Source: an optimization exercise on an open RTL-to-GDS flow (aim: small area and a short achievable clock period). Production flows keep margins and buffers that such runs may drop.
Only simulation tests tie the RTL to the original design; equivalence was not proved.
Power is estimated from default activity; no workload was simulated.

==> flow/design.v <==
module FpAlign (
    input  [31:0] iA,
    input  [31:0] iB,
    output        oLs,
    output [7:0]  oLe,
    output [22:0] oLf,
    output [24:0] oSal,      
    output        oSticky,   
    output        oSez,      
    output        oSub
);
    wire a_larger = iA[30:0] > iB[30:0];
    wire [7:0]  a_e = iA[30:23];
    wire [7:0]  b_e = iB[30:23];
    wire [7:0]  d_ab = a_e - b_e;
    wire [7:0]  d_ba = b_e - a_e;
    wire [7:0]  d = a_larger ? d_ab : d_ba;
    wire [31:0] l = a_larger ? iA : iB;
    wire [22:0] s_f = a_larger ? iB[22:0] : iA[22:0];
    wire [7:0]  s_e = a_larger ? b_e : a_e;
    assign oLs  = l[31];
    assign oLe  = l[30:23];
    assign oLf  = l[22:0];
    assign oSub = iA[31] ^ iB[31];
    assign oSez = (s_e == 8'b0);
    wire [24:0] x = {1'b1, s_f, 1'b0};
    assign oSal = (d[7:5] != 3'b0) ? 25'b0 : (x >> d[4:0]);
    wire [22:0] mask;
    genvar i;
    generate
        for (i = 0; i < 23; i = i + 1) begin : g_mask
            assign mask[i] = (d >= i + 2);
        end
    endgenerate
    assign oSticky = (d <= 8'd47) && ((d >= 8'd25) || |(s_f & mask));
endmodule
module FpNorm (
    input         iV,
    input         iLs,
    input  [7:0]  iLe,
    input  [22:0] iLf,
    input  [24:0] iSal,
    input         iSticky,
    input         iSez,
    input         iSub,
    output [31:0] oSum
);
    wire [25:0] lsh = {2'b01, iLf, 1'b0};
    wire [25:0] pre = lsh + ({1'b0, iSal} ^ {26{iSub}}) + (iSub & ~iSticky);
    wire        z16 = (pre[25:10] == 16'b0);
    wire [25:0] n1  = z16 ? {pre[9:0], 16'b0} : pre;
    wire        z8  = (n1[25:18] == 8'b0);
    wire [25:0] n2  = z8 ? {n1[17:0], 8'b0} : n1;
    wire        z4  = (n2[25:22] == 4'b0);
    wire [25:0] n3  = z4 ? {n2[21:0], 4'b0} : n2;
    wire        z2  = (n3[25:24] == 2'b0);
    wire [25:0] n4  = z2 ? {n3[23:0], 2'b0} : n3;
    wire        z1  = ~n4[25];
    wire [25:0] n5  = z1 ? {n4[24:0], 1'b0} : n4;
    wire [4:0]  s   = {z16, z8, z4, z2, z1};
    wire [22:0] frac = n5[24:2];
    wire [7:0]  e    = iLe + 8'd1 - {3'b0, s};
    wire [25:0] top;
    genvar i;
    generate
        for (i = 0; i < 26; i = i + 1) begin : g_top
            assign top[25 - i] = ({1'b0, iLe[6:0]} + 8'd2 > i);
        end
    endgenerate
    wire underflow = iLe[7] && ((pre & top) == 26'b0);
    wire zero      = (pre == 26'b0);
    assign oSum = (!iV || iLe == 8'b0) ? 32'b0 :
                  iSez                 ? {iLs, iLe, iLf} :
                  (underflow || zero)  ? 32'b0 :
                  {iLs, e, frac};
endmodule
`timescale 1ns/10ps
module fp_adder_synth (data, value, row, clk, rst);
    output [31:0] data;
    input  [31:0] value;
    input  [31:0] row;
    input         clk;
    input         rst;
    wire        l_s;
    wire [7:0]  l_e;
    wire [22:0] l_f;
    wire [24:0] s_al;
    wire        s_sticky;
    wire        s_ez;
    wire        op_sub;
    FpAlign AL (.iA(value), .iB(row), .oLs(l_s), .oLe(l_e), .oLf(l_f),
                .oSal(s_al), .oSticky(s_sticky), .oSez(s_ez), .oSub(op_sub));
    reg         r_v;
    reg         r_ls;
    reg  [7:0]  r_le;
    reg  [22:0] r_lf;
    reg  [24:0] r_sal;
    reg         r_sticky;
    reg         r_sez;
    reg         r_sub;
    always @(posedge clk) begin
        r_v      <= rst;
        r_ls     <= l_s;
        r_le     <= l_e;
        r_lf     <= l_f;
        r_sal    <= s_al;
        r_sticky <= s_sticky;
        r_sez    <= s_ez;
        r_sub    <= op_sub;
    end
    wire [31:0] sum;
    FpNorm NM (.iV(r_v), .iLs(r_ls), .iLe(r_le), .iLf(r_lf), .iSal(r_sal),
               .iSticky(r_sticky), .iSez(r_sez), .iSub(r_sub), .oSum(sum));
    reg [31:0] data;
    always @(posedge clk) begin
        if (!rst)
            data <= 32'b0;
        else
            data <= sum;
    end
endmodule
clock: 12.5 ns
lec_check: 0
cap_margin: 20
core_margin: 2
core_utilization: 40
slew_margin: 20
run.sh (not shown) runs the stock make flow with config.mk's settings and CLKGATE_MAP_FILE= SYNTH_SCRIPT=/design/flow/synth_recipe.tcl, a recipe that flattens the netlist after the stock synthesis.
Rerun with:
==> flow/design.v (replaced) <==
module FpAlign (
    input  [31:0] iA,
    input  [31:0] iB,
    output        oLs,
    output [7:0]  oLe,
    output [22:0] oLf,
    output [24:0] oSal,      
    output        oSticky,   
    output        oSub
);
    wire [7:0]  a_e = iA[30:23];
    wire [7:0]  b_e = iB[30:23];
    wire        a_larger = iA[30:0] > iB[30:0];
    wire        e_gt = a_e > b_e;
    wire        e_eq = a_e == b_e;
    wire [7:0]  d = e_gt ? a_e - b_e : b_e - a_e;
    wire [22:0] s_f  = e_gt ? iB[22:0] : iA[22:0];
    wire [22:0] s_fq = a_larger ? iB[22:0] : iA[22:0];
    assign oLs  = a_larger ? iA[31] : iB[31];
    assign oLe  = e_gt ? a_e : b_e;
    assign oLf  = a_larger ? iA[22:0] : iB[22:0];
    assign oSub = iA[31] ^ iB[31];
    wire   sez = (a_e == 8'b0) || (b_e == 8'b0);
    wire [24:0] x = {1'b1, s_f, 1'b0};
    assign oSal = e_eq ? {1'b1, s_fq, 1'b0} :
                  (sez || d[7:5] != 3'b0) ? 25'b0 : (x >> d[4:0]);
    wire [22:0] mask;
    genvar i;
    generate
        for (i = 0; i < 23; i = i + 1) begin : g_mask
            assign mask[i] = (d >= i + 2);
        end
    endgenerate
    assign oSticky = !sez && (d <= 8'd47) && ((d >= 8'd25) || |(s_f & mask));
endmodule
module FpNorm (
    input         iV,
    input         iLs,
    input  [7:0]  iLe,
    input  [22:0] iLf,
    input  [24:0] iSal,
    input         iSticky,
    input         iSub,
    output [31:0] oSum
);
    wire [25:0] lsh = {2'b01, iLf, 1'b0};
    wire [25:0] pre = lsh + ({1'b0, iSal} ^ {26{iSub}}) + (iSub & ~iSticky);
    reg [4:0] s;
    integer k;
    always @* begin
        s = 5'd31;
        for (k = 0; k < 26; k = k + 1)
            if (pre[k]) s = 25 - k;
    end
    wire [25:0] n5 = pre << s;
    wire [22:0] frac = n5[24:2];
    wire [7:0]  e    = iLe + 8'd1 - {3'b0, s};
    wire [25:0] top;
    genvar i;
    generate
        for (i = 0; i < 26; i = i + 1) begin : g_top
            assign top[25 - i] = ({1'b0, iLe[6:0]} + 8'd2 > i);
        end
    endgenerate
    wire underflow = iLe[7] && ((pre & top) == 26'b0);
    wire zero      = (pre == 26'b0);
    assign oSum = (!iV || iLe == 8'b0) ? 32'b0 :
                  (underflow || zero)  ? 32'b0 :
                  {iLs, e, frac};
endmodule
`timescale 1ns/10ps
module fp_adder_synth (data, value, row, clk, rst);
    output [31:0] data;
    input  [31:0] value;
    input  [31:0] row;
    input         clk;
    input         rst;
    wire        l_s;
    wire [7:0]  l_e;
    wire [22:0] l_f;
    wire [24:0] s_al;
    wire        s_sticky;
    wire        op_sub;
    FpAlign AL (.iA(value), .iB(row), .oLs(l_s), .oLe(l_e), .oLf(l_f),
                .oSal(s_al), .oSticky(s_sticky), .oSub(op_sub));
    reg         r_v;
    reg         r_ls;
    reg  [7:0]  r_le;
    reg  [22:0] r_lf;
    reg  [24:0] r_sal;
    reg         r_sticky;
    reg         r_sub;
    always @(posedge clk) begin
        r_v      <= rst;
        r_ls     <= l_s;
        r_le     <= l_e;
        r_lf     <= l_f;
        r_sal    <= s_al;
        r_sticky <= s_sticky;
        r_sub    <= op_sub;
    end
    wire [31:0] sum;
    FpNorm NM (.iV(r_v), .iLs(r_ls), .iLe(r_le), .iLf(r_lf), .iSal(r_sal),
               .iSticky(r_sticky), .iSub(r_sub), .oSum(sum));
    reg [31:0] data;
    always @(posedge clk) begin
        if (!rst)
            data <= 32'b0;
        else
            data <= sum;
    end
endmodule
=> The changed run passed the timing, design-rule and antenna checks. Power came out higher by 6.5%. Clock power falls by 12%. Routed wire length is lower by 7.7%. Final cell count decreases by 2.6%. Sequential power came out lower by about 3%.

what the ideal ports hide:
How much do the figures lean on ideal ports? The routed layouts below were timed once more, with nothing changed but the port constraints. Step 1 assumes that a clkbuf_16 drives the clock port and a buf_2 every other input. Step 2 also shifts input and output timing later by t, the mid clock arrival at the registers, as if the neighbouring blocks saw the same clock. Three values: no drivers, after step 1, after step 2; two values: the first two.
| run | shift t [ns] | setup WS [ns] | hold slack, ns |
|---|---|---|---|
| the first run | 0.400 | 4.470 / 4.470 / 4.470 | 0.496 / 0.496 / 0.496 |
| the second run | 0.398 | 5.126 / 5.146 / 4.749 | 0.514 / 0.514 / 0.514 |
After both steps every run listed still meets setup and hold. The setup slack of the second run, which loses most, moves by +0.020 ns with the drivers and by -0.377 ns with both steps.
